This design comes from an exercise in tuning for small area, a short achievable clock period and few clock cycles on the open sky130 flow, not from production work.
No functional check of the RTL was part of any run shown here.

**design/flow/config.mk**
```make
export PLATFORM = sky130hd
export DESIGN_NAME = MPQ
export DESIGN_NICKNAME = MPQ
export VERILOG_FILES = /design/flow/design.v
export SDC_FILE = /design/flow/constraint.sdc
export NUM_CORES = 4
export LEC_CHECK = 0
export ABC_AREA = 1
export CAP_MARGIN = 20
export CORE_MARGIN = 2
export CORE_UTILIZATION = 35
export SETUP_SLACK_MARGIN = 5
export SLEW_MARGIN = 20
```
**design/flow/constraint.sdc**
```tcl
create_clock -name core_clock -period 10.0 [get_ports {clk}]
set_input_delay 2.0000 -clock core_clock [delete_from_list [all_inputs] [get_ports {clk}]]
set_output_delay 2.0000 -clock core_clock [all_outputs]
set_load 0.01 [all_outputs]
```
**design/flow/design.v**
```verilog
module MPQ(
    input clk,
    input rst,
    input data_valid,
    input [7:0] data,
    input cmd_valid,
    input [2:0] cmd,
    input [7:0] index,
    input [7:0] value,
    output reg busy,
    output reg RAM_valid,
    output [7:0] RAM_A,
    output [7:0] RAM_D,
    output reg done
);
    function gt8;
        input [7:0] a, b;
        reg [7:0] g, ge;
        reg [3:0] g2, ge2;
        reg [1:0] g4, ge4;
        integer k;
        begin
            g  = a & ~b;
            ge = a | ~b;
            for (k = 0; k < 4; k = k + 1) begin
                g2[k]  = g[2*k+1] | (ge[2*k+1] & g[2*k]);
                ge2[k] = g[2*k+1] | (ge[2*k+1] & ge[2*k]);
            end
            for (k = 0; k < 2; k = k + 1) begin
                g4[k]  = g2[2*k+1] | (ge2[2*k+1] & g2[2*k]);
                ge4[k] = g2[2*k+1] | (ge2[2*k+1] & ge2[2*k]);
            end
            gt8 = g4[1] | (ge4[1] & g4[0]);
        end
    endfunction
    reg [7:0] A [1:15];
    reg [3:0] size;
    reg       started;
    reg       ld;       
    reg       cv;
    reg [2:0] c;
    reg [3:0] pos;      
    reg [7:0] vv;
    reg [1:0] bph;      
    reg [3:0] ptr;      
    integer j;
    wire accept = cmd_valid & ~busy & started & ~data_valid;
    wire ext = cv & (c == 3'd1);
    wire stA = cv & (c == 3'd0);
    wire hp  = (bph != 2'd0);
    wire sup = cv & ((c == 3'd2) | (c == 3'd3));
    wire ins = cv & (c == 3'd3);
    wire sdn = ext | stA | hp;
    reg [3:0] size_n;
    always @(*) begin
        if (data_valid)
            size_n = size + 4'd1;
        else if (ext)
            size_n = size - 4'd1;
        else if (ins)
            size_n = size + 4'd1;
        else
            size_n = size;
    end
    wire wr_acc  = accept & (cmd == 3'd4);
    wire wr_cont = RAM_valid & (ptr > 4'd1);
    always @(posedge clk or posedge rst) begin
        if (rst) begin
            size <= 4'd0;
            started <= 1'b0;
            ld <= 1'b0;
            cv <= 1'b0;
            bph <= 2'd0;
            busy <= 1'b0;
            RAM_valid <= 1'b0;
            done <= 1'b0;
        end else begin
            size <= size_n;
            if (data_valid)
                started <= 1'b1;
            ld <= data_valid;
            cv <= accept;
            bph <= stA ? 2'd1 : (bph == 2'd1) ? 2'd2 : (bph == 2'd2) ? 2'd3 : 2'd0;
            busy <= (accept & (cmd == 3'd0)) | stA | (bph == 2'd1) |
                    (wr_acc & (size_n > 4'd1)) | (RAM_valid & (ptr > 4'd2));
            RAM_valid <= (wr_acc & (size_n != 4'd0)) | wr_cont;
            done <= (wr_acc & (size_n <= 4'd1)) | (RAM_valid & (ptr == 4'd2));
        end
    end
    always @(posedge clk) begin
        c <= cmd;
        vv <= data_valid ? data : value;
        pos <= data_valid ? size_n : (cmd == 3'd3) ? size_n + 4'd1 : index[3:0];
        if (wr_cont)
            ptr <= ptr - 4'd1;
        else if (data_valid | (accept & ((cmd == 3'd2) | (cmd == 3'd3))))
            ptr <= 4'd0;
        else if (stA)
            ptr <= 4'd3;
        else if (bph == 2'd1)
            ptr <= 4'd2;
        else if (bph == 2'd2)
            ptr <= 4'd1;
        else
            ptr <= size_n;
    end
    assign RAM_A = {4'd0, ptr - 4'd1};
    reg [7:0] NV;
    always @(*) begin
        NV = vv;
        for (j = 1; j <= 15; j = j + 1)
            if (ptr == j)
                NV = A[j];
    end
    assign RAM_D = NV;
    wire [3:0] sz = ext ? size - 4'd1 : size;
    wire [7:0] X  = NV;
    reg        rs  [1:7];    
    reg        lv  [1:7];    
    reg [7:0]  mcv [1:7];    
    reg        root[1:7];
    reg        onc [1:15];   
    reg        go  [1:7];    
    always @(*) begin
        for (j = 1; j <= 7; j = j + 1) begin
            lv[j]  = (2*j <= sz);
            rs[j]  = (2*j+1 <= sz) && gt8(A[2*j+1], A[2*j]);
            mcv[j] = rs[j] ? A[2*j+1] : A[2*j];
        end
        root[1] = ext | (hp & (ptr == 4'd1));
        root[2] = hp & (ptr == 4'd2);
        root[3] = hp & (ptr == 4'd3);
        onc[1]  = root[1];
        go[1]   = onc[1] & lv[1] & gt8(mcv[1], X);
        onc[2]  = root[2] | (go[1] & ~rs[1]);
        go[2]   = onc[2] & lv[2] & gt8(mcv[2], X);
        onc[3]  = root[3] | (go[1] & rs[1]);
        go[3]   = onc[3] & lv[3] & gt8(mcv[3], X);
        for (j = 4; j <= 7; j = j + 1) begin
            onc[j] = stA | (go[j/2] & (rs[j/2] == j[0]));
            go[j]  = onc[j] & lv[j] & gt8(mcv[j], stA ? A[j] : X);
        end
        for (j = 8; j <= 15; j = j + 1)
            onc[j] = go[j/2] & (rs[j/2] == j[0]);
    end
    reg        su [1:7];
    reg        m1, m2, m3;
    wire [3:0] a1 = {1'b0, pos[3:1]};
    wire [3:0] a2 = {2'b0, pos[3:2]};
    wire       a3 = pos[3];
    always @(*) begin
        for (j = 1; j <= 7; j = j + 1)
            su[j] = gt8(vv, A[j]);
        m1 = sup && (a1 != 4'd0) && su[a1];
        m2 = m1 && (a2 != 4'd0) && su[a2];
        m3 = m2 && a3 && su[1];
    end
    always @(posedge clk) begin
        for (j = 1; j <= 15; j = j + 1) begin
            if (ld | sup) begin
                if (pos == j || (m1 && a1 == j) || (m2 && a2 == j) || (m3 && j == 1)) begin
                    if (j > 1 && ((pos == j && m1) || (a1 == j && m2) || (a2 == j && m3)))
                        A[j] <= A[j/2];
                    else
                        A[j] <= NV;
                end
            end else if (sdn) begin
                if (j <= 7) begin
                    if (onc[j] && go[j])
                        A[j] <= mcv[j];
                    else if (onc[j] && !(stA && j >= 4) && !(hp && root[j]))
                        A[j] <= X;
                end else if (onc[j]) begin
                    A[j] <= stA ? A[j/2] : X;
                end
            end
        end
    end
endmodule
```
**design/flow/run.sh**
```bash
#!/bin/bash
# synth_recipe.tcl (not shown) runs the flow's synth.tcl, then flattens the netlist and writes it again
# the make line also repeats each setting of config.mk as NAME=value (left out here)
make -C /OpenROAD-flow-scripts/flow DESIGN_CONFIG=/design/flow/config.mk WORK_HOME=/design/flow/orfs CLKGATE_MAP_FILE= SYNTH_SCRIPT=/design/flow/synth_recipe.tcl finish
```
==> results of run 1 <==
==> state kept, by name, summed over array words and instances (netlist names) <==
name and flops:
bph 2, RAM_valid 1, pos 4, done 1, busy 1, A 120, c 3, started 1
ptr 4, cv 1, ld 1, vv 8, size 4
==> critical path: stages, from the launching register on <==
cell and delay [ns]:
dfxtp_4 0.38, inv_6 0.08, ha_4 0.15, nand2_4 0.05, nor2_4 0.18, inv_4 0.08, o21ai_0 0.14, inv_1 0.06
nand2_1 0.09, nand2_1 0.07, nand3_1 0.09, nand3_2 0.13, nand3_2 0.10, nand3_2 0.09, nand3_1 0.12, nand3_2 0.11
nand2_2 0.09, nand2_2 0.06, nand2_4 0.11, nand2_4 0.06, inv_2 0.09, buf_12 0.12, clkdlybuf4s15_2 0.22
==> timing repair <==
item / 4_1_cts / 5_1_grt
pin swaps: 17 / 21
hold endpoints to repair: 0 / 0
cloned: 6 / 0
setup buffers: 42 / 20
gates resized for setup: 132 / 100
hold buffers: 0 / 0
endpoints found under the setup margin: 161 / 161
==> cell usage in the layout, fill, tap and decap left out, types with 8 or more instances in the layout <==
cell type / count
nand2_1: 612
o21ai_0: 324
inv_1: 249
nand3_1: 154
nor2_1: 151
edfxtp_1: 120
a21oi_1: 104
buf_4: 68
o22ai_1: 36
o21ai_1: 35
nand2_2: 33
clkdlybuf4s50_1: 33
nand3_2: 27
o211ai_1: 22
clkbuf_16: 21
nand2_4: 14
nor2_2: 14
o221ai_1: 13
dfrtp_1: 12
ha_1: 10
dfxtp_1: 10
buf_12: 10
nor2_4: 9
o21ai_2: 9
inv_2: 9
a21boi_4: 8
==> layout make-up <==
type | count | area (µm²) | share of cell area, %
diodes | 1 | 2.50 | 0.0152
clock buffers | 25 | 551 | 3.34
clock inverters | 7 | 71.3 | 0.433
inverters | 272 | 1060 | 6.45
multi-input cells | 1673 | 8600 | 52.2
flip-flops and latches | 151 | 4310 | 26.2
well taps | 518 | 648 | 3.94
repair buffers | 122 | 1210 | 7.37
repair inverters | 1 | 7.51 | 0.0456
==> metrics by stage <==
stage	utilization (%)
after global placement	37.3
after CTS	41.1
after floorplan	-
final	42.6
after global routing	42.6
after detailed placement	37.3
==> per-layer routing <==
layer | global-route usage [%] | part of all wire (%) | vias to the layer above
li1 | - | - | 7435
met1 | 40.4 | 40 | 7462
met2 | 44.9 | 41 | 1056
met3 | 8.43 | 12 | 225
met4 | 17.7 | 6.3 | 0
met5 | 0 | 0 | -
==> path summary, 6_finish.rpt <==
path / end / cells past startpoint
max: RAM_D[1] / 22
min: started$_DFFE_PP0P_ / 2
max reg2reg: A[4][7]$_DFFE_PP_ / 32
min reg2reg: started$_DFFE_PP0P_ / 2
max in group asynchronous: size[1]$_DFF_PP0_ / 2
min in group asynchronous: RAM_valid$_DFF_PP0_ / 2
==> cells by family (layout without fill, tap and decap cells) <==
logic type | count (synthesis) | count (layout) | synth area share [%]
simple gates | 1045 | 1047 | 31.7
compound gates | 598 | 598 | 23.9
buf+inv | 367 | 427 | 11.2
flops | 151 | 151 | 31.2
fa+ha+maj | 16 | 16 | 1.42
xor+xnor | 8 | 8 | 0.510
other cells | 1 | 5 | 0.0273
==> notes.md, run 1 <==
Placement
• 14400 µm² — cell area reported after detailed placement
• 45.0 mm — half-perimeter wire length of the detailed placement result
• 41 — count of port buffers added during placement
• 1.00 — Final GP Congestion
• 3.86 ns — setup slack after placement
• 2669 — number of cells after detailed placement

Cells and area
• 2770 — number of cells in the finished layout apart from fillers
• 4093 — # fillers
• 16500 µm² — design area
• 19.9% — Area growth syn-to-layout
• 13.2% — share of final-layout standard cells stronger than drive strength 1
• 2283 — fin nets

Clocking
• 4 — H-tree Lvls
• 0.06 ns — clock input transition at the sequential cells of the worst setup and hold paths
• clkbuf_16 — Root Buffer
• 151 — TritonCTS sink count
• 2 — buffer depth of the longest clock path
• 0.47 ns — clock latency reported for the late side of the worst-skew pair
• done — TritonCTS clock tree
• 17 — number of CTS-inserted buffers

Setup path
• ptr[0]$_DFF_P_ — R2R Path Start
• 5.15 ns — setup slack on the worst flop-to-flop path
• flip-flop to output port — start-to-end type of the worst setup path
• 6 — maximum fanout encountered on the critical timing path
• flip-flop — kind of start point of the critical path
• output port — element type at the critical path end
• 3.13 ns — Worst EP arrival
• 8.00 ns — required time of the worst setup path
• ptr[0]$_DFF_P_ — startpoint of the worst setup timing path

STA
• 0.962 ns — worst slew pin tran
• 0 — Final Max Tran Viols
• 0 — count of endpoints failing hold in the final timing report
• 4.87 ns — Worst Slack Setup Final
• 0.466 ns — final worst hold slack
• 0.0122 ns — worst setup skew after layout
• 0 — final setup violation count
• 51.3% — Tcrit/Tclk final
• 0 ns — setup_tns
• 5.13 ns — crit path time final
• 0.195 GHz — FMAX
• yes — unrepaired setup endpoints after global routing
• 35.9% — remaining max-slew budget at the tightest pin

Synthesis
• 31.2% — register area share after synthesis
• 13700 µm² — netlist area before placement
• 6.28 µm² — post-synthesis average cell area
• edfxtp_1 26%, nand2_1 18%, o21ai_0 13%, inv_1 7.1%, nand3_1 6.6% — largest cells by area after synthesis
• 151 — number of flip-flops and latches in the synthesized netlist
• 50 — number of unique standard cell types used by synthesis
• 26.2% — top cell type's share of synthesized area
• edfxtp_1 — dominant synthesized flop cell
• 14 — Synthesis Warnings
• nand2_1 — top-count cell post-synth
• edfxtp_1 — cell taking the most area after synthesis
• 2186 — number of instances in the synthesized netlist
• 120 — Post-synth EDFFs
• 7.95% — ys async rst share
• 645 x nand2_1, 343 x o21ai_0, 261 x inv_1 — top post-synthesis cells by count

Route
• 63.7 mm — final wirelength
• 6 — drt pass-1 iters
• 0 — residual DRC count
• 5.84 — DR vias/cell
• 0 — remaining antenna violation count after routing
• 16178 — vias after detailed routing
• 2272 — number of DRC markers in iteration 0
• 23.0 µm — Routed wire per std cell

GRT
• 76 — largest net degree at the start of global routing
• 30.7% — global-route total usage across every layer
• 14702 — vias in the first global route
• 2 — number of antenna violations at the first check in global routing
• 0 — grt total ovfl
• 92.9 mm — first-pass GRT wire length

Min path
• started$_DFFE_PP0P_ — start point of the worst hold path
• flip-flop to flip-flop — classification of the worst-slack hold path

Status
• no timing/DRC/antenna violations — result of the run

Floorplan
• 202 µm — die width
• 40800 µm² — die outline area
• 35.5% — starting utilization of the core area
• 50 — I/O pin count
• 72 — Site Rows
• 38600 µm² — core area
• 202 µm — overall die height

Run
• 0 — max cap viols

==> run 2, diff against run 1 <==
--- a/design/flow/config.mk
+++ b/design/flow/config.mk
@@ -5,7 +5,6 @@
 export SDC_FILE = /design/flow/constraint.sdc
 export NUM_CORES = 4
 export LEC_CHECK = 0
-export ABC_AREA = 1
 export CAP_MARGIN = 20
 export CORE_MARGIN = 2
 export CORE_UTILIZATION = 35
==> run 2 against run 1 <==
Compared with the run above: clock skew up 0.0021 ns; sequential share of layout area down 0.73 points; design area increased by 2.6%; critical path depth fell by 11; register-to-register slack got worse by 0.13 ns; largest cell class unchanged; highest routed layer is now met5.
==> notes.md, run 2 <==
Cells and area
• A (120), vv (8) — largest registers
• 3810 — # fillers
• A — largest reg by FF count
• 163 x nand2_1, 155 x nor2_1, 134 x o21ai_0 — leading cell types in the layout, fill and taps excluded
• 120 — flip-flop count of the largest register, all copies and words added
• 1818 — fin nets
• nand2_1 — most common cell after layout, fill and taps aside
• 23.9% — Area growth syn-to-layout
• 43.8% — final standard cell utilization of the core
• 20.8% — share of final-layout standard cells stronger than drive strength 1

Synthesis
• edfxtp_1 — dominant synthesized flop cell
• 29.1% — post-synthesis compound-gate area fraction
• 26.4% — top cell type's share of synthesized area
• 151 — number of flip-flops and latches in the synthesized netlist
• 1689 — number of instances in the synthesized netlist
• 120 — Post-synth EDFFs
• edfxtp_1 26%, o21ai_0 5.4%, a21oi_1 5.0%, mux2i_1 4.8%, nand2_1 4.6% — largest cells by area after synthesis
• 0.771% — post-synthesis share of cell area spent on xor and xnor gates
• 13600 µm² — netlist area before placement
• 14 — Synthesis Warnings
• compound AO/OA/AOI/OAI gates — largest family of logic cells by synthesized area
• 167 x nand2_1, 164 x nor2_1, 148 x o21ai_0 — top post-synthesis cells by count
• edfxtp_1 — cell taking the most area after synthesis
• 103 — number of unique standard cell types used by synthesis
• 8.07 µm² — post-synthesis average cell area
• 4.47% — Synth Area in Adders
• 7.95% — ys async rst share
• 20.6% — post-synthesis share of cell area spent on and, or, nand and nor gates
• nand2_1 — top-count cell post-synth
• 31.4% — register area share after synthesis
• 7.09% — multiplexer share of the synthesized area

Setup path
• 5.02 ns — setup slack on the worst flop-to-flop path
• buf_4 > ha_4 > clkbuf_16 > nand2b_1 > o221ai_1 > a21oi_1 > or4_1 > nand2_2 > buf_12 > clkinvlp_4 > buf_6 — critical path cell sequence
• simple AND/OR/NAND/NOR gates — critical path's top delay family
• ptr[0]$_DFF_P_ — R2R Path Start
• flip-flop to output port — start-to-end type of the worst setup path
• 12 — maximum fanout encountered on the critical timing path
• 3.11 ns — Worst EP arrival
• 8.00 ns — required time of the worst setup path
• 0.52 ns — largest stage delay on the critical path
• 5 — worst path bufs/invs
• A[15][2]$_DFFE_PP_ — worst r2r dst
• 20 — worst r2r path cells
• or4_1 — standard cell with the maximum stage delay on the critical path
• flip-flop — kind of start point of the critical path
• output port — element type at the critical path end

Min path
• flip-flop to flip-flop — classification of the worst-slack hold path
• started$_DFFE_PP0P_ — Hold EP
• started$_DFFE_PP0P_ — start point of the worst hold path
• 1 — Hold Crit Depth

Route
• 8 — drt pass-1 iters
• 68.5 mm — final wirelength
• 15342 — vias after detailed routing
• 29.7 µm — Routed wire per std cell
• 0 — remaining antenna violation count after routing
• 6.65 — DR vias/cell
• 2555 — number of DRC markers in iteration 0
• 0 — residual DRC count

Clocking
• 0.47 ns — clock latency reported for the late side of the worst-skew pair
• done — TritonCTS clock tree
• 0.07 ns — clock input transition at the sequential cells of the worst setup and hold paths
• 2 — buffer depth of the longest clock path
• 4 — H-tree Lvls
• clkbuf_16 — Root Buffer
• 151 — TritonCTS sink count
• 17 — number of CTS-inserted buffers

GRT
• 47.1% — fraction of met2 tracks used by global routing
• 10.7% — met3 Usage GRT
• 14002 — vias in the first global route
• 32.5% — global-route total usage across every layer
• 0 — grt total ovfl
• 42.1% — met1 Resource Use GR
• met2 — busiest layer in global routing
• 44 — largest net degree at the start of global routing
• 96.2 mm — first-pass GRT wire length
• 3 — number of antenna violations at the first check in global routing

STA
• 0 — count of endpoints failing hold in the final timing report
• 5.11 ns — crit path time final
• 51.1% — Tcrit/Tclk final
• 1.19 ns — worst slew pin tran
• yes — unrepaired setup endpoints after global routing
• 0 ns — setup_tns
• 0.196 GHz — FMAX
• 20.6% — remaining max-slew budget at the tightest pin
• 0.0142 ns — worst setup skew after layout
• 0 — final setup violation count
• 0 — Final Max Tran Viols

Floorplan
• 40500 µm² — die outline area
• 201 µm — die width
• 72 — Site Rows
• 35.4% — starting utilization of the core area
• 201 µm — overall die height
• 50 — I/O pin count
• 38600 µm² — core area

Status
• no timing/DRC/antenna violations — result of the run

Placement
• 1.01 — Final GP Congestion
• 45.8 mm — half-perimeter wire length of the detailed placement result
• 41 — count of port buffers added during placement

Run
• 0 — max cap viols

==> run 2: changes by cell type in the layout (fill, tap and decap cells not counted), sizes merged, moves of 42 or more <==
cell    delta
nand2    -495
o21ai    -215
inv      -166
nand3    -152
mux2i     +65
buf       +44
a221oi    +42
nand2b    +42
==> run 2: cell families (layout without fill, tap and decap cells) <==
| group | Yosys count | in the layout |
|---|---|---|
| xor+xnor | 12 | 12 |
| simple gates | 572 | 573 |
| other cells | 1 | 6 |
| mux | 93 | 93 |
| buf+inv | 215 | 308 |
| fa+ha+maj | 56 | 56 |
| compound gates | 589 | 589 |
| flops | 151 | 151 |
==> run 2: how the worst max path moves through the flow <==
stage,to,cells after the start,slack [ns],start
2_1_floorplan,A[11][0]$_DFFE_PP_,19,5.12,size[1]$_DFF_PP0_
3_3_place_gp,A[5][3]$_DFFE_PP_,18,3.42,ptr[0]$_DFF_P_
3_5_place_dp,A[5][3]$_DFFE_PP_,18,3.38,ptr[0]$_DFF_P_
4_1_cts,RAM_D[6],9,4.74,ptr[2]$_DFF_P_
5_1_grt,RAM_D[6],12,4.86,ptr[0]$_DFF_P_
6_report,RAM_D[6],11,4.89,ptr[0]$_DFF_P_
==> run 2: cell type report <==
cell class | instances | area, µm² | area share [%]
diodes | 2 | 5.00 | 0.0296
clock buffers | 18 | 439 | 2.60
clock inverters | 14 | 136 | 0.807
inverters | 105 | 452 | 2.67
multi-input cells | 1327 | 9190 | 54.4
flip-flops and latches | 151 | 4300 | 25.4
well taps | 518 | 648 | 3.84
repair buffers | 170 | 1720 | 10.2
repair inverters | 1 | 6.26 | 0.0370
==> run 2: timing repair <==
action                                  in CTS  in global routing
gates cloned                                 4                  5
resized for setup                          157                 87
endpoints found under the setup margin     206                160
setup buffers                               55                 38
pin swaps                                   17                 24
endpoints found under the hold margin        0                  0
hold buffers                                 0                  0
==> run 2: per-layer routing <==
layer  routed length, µm  vias up
met3                9770      300
met4                4700        4
met5                  34        -
met2               28300     1238
li1                    -     6487
met1               25700     7313
==> run 2: stage by stage <==
| step | std cells | cell area [µm²] | hold WS (ns) | worst slack, ns |
|---|---|---|---|---|
| global route | 2304 | 16900 | 0.496 | 4.86 |
| detailed placement | 2169 | 14400 | 0.466 | 3.38 |
| CTS | 2260 | 16100 | 0.486 | 4.74 |
| global placement | 2169 | 14400 | 0.456 | 3.42 |
| floorplan | 1692 | 13600 | 0.437 | 5.12 |
| finish | 2306 | 16900 | 0.486 | 4.89 |

## static timing again, ports no longer ideal
How much do the figures lean on ideal ports? The routed layouts below were timed once more, with nothing changed but the port constraints. Step 1 (the two cells are an assumption about what drives the block):
set clk [get_ports {clk}]
set_driving_cell -lib_cell sky130_fd_sc_hd__clkbuf_16 $clk
set_driving_cell -lib_cell sky130_fd_sc_hd__buf_2 [delete_from_list [all_inputs] $clk]
Step 2 also shifts input and output timing later by t, the mid clock arrival at the registers, as if the neighbouring blocks saw the same clock. Three values: no drivers, after step 1, after step 2; two values: the first two.
run	shift t [ns]	setup WS [ns]	worst setup path at the end
run 1	0.514	4.870 / 4.815 / 5.155	register to register
run 2	0.516	4.894 / 4.844 / 5.023	register to register
After both steps setup and hold are still met in every run listed.
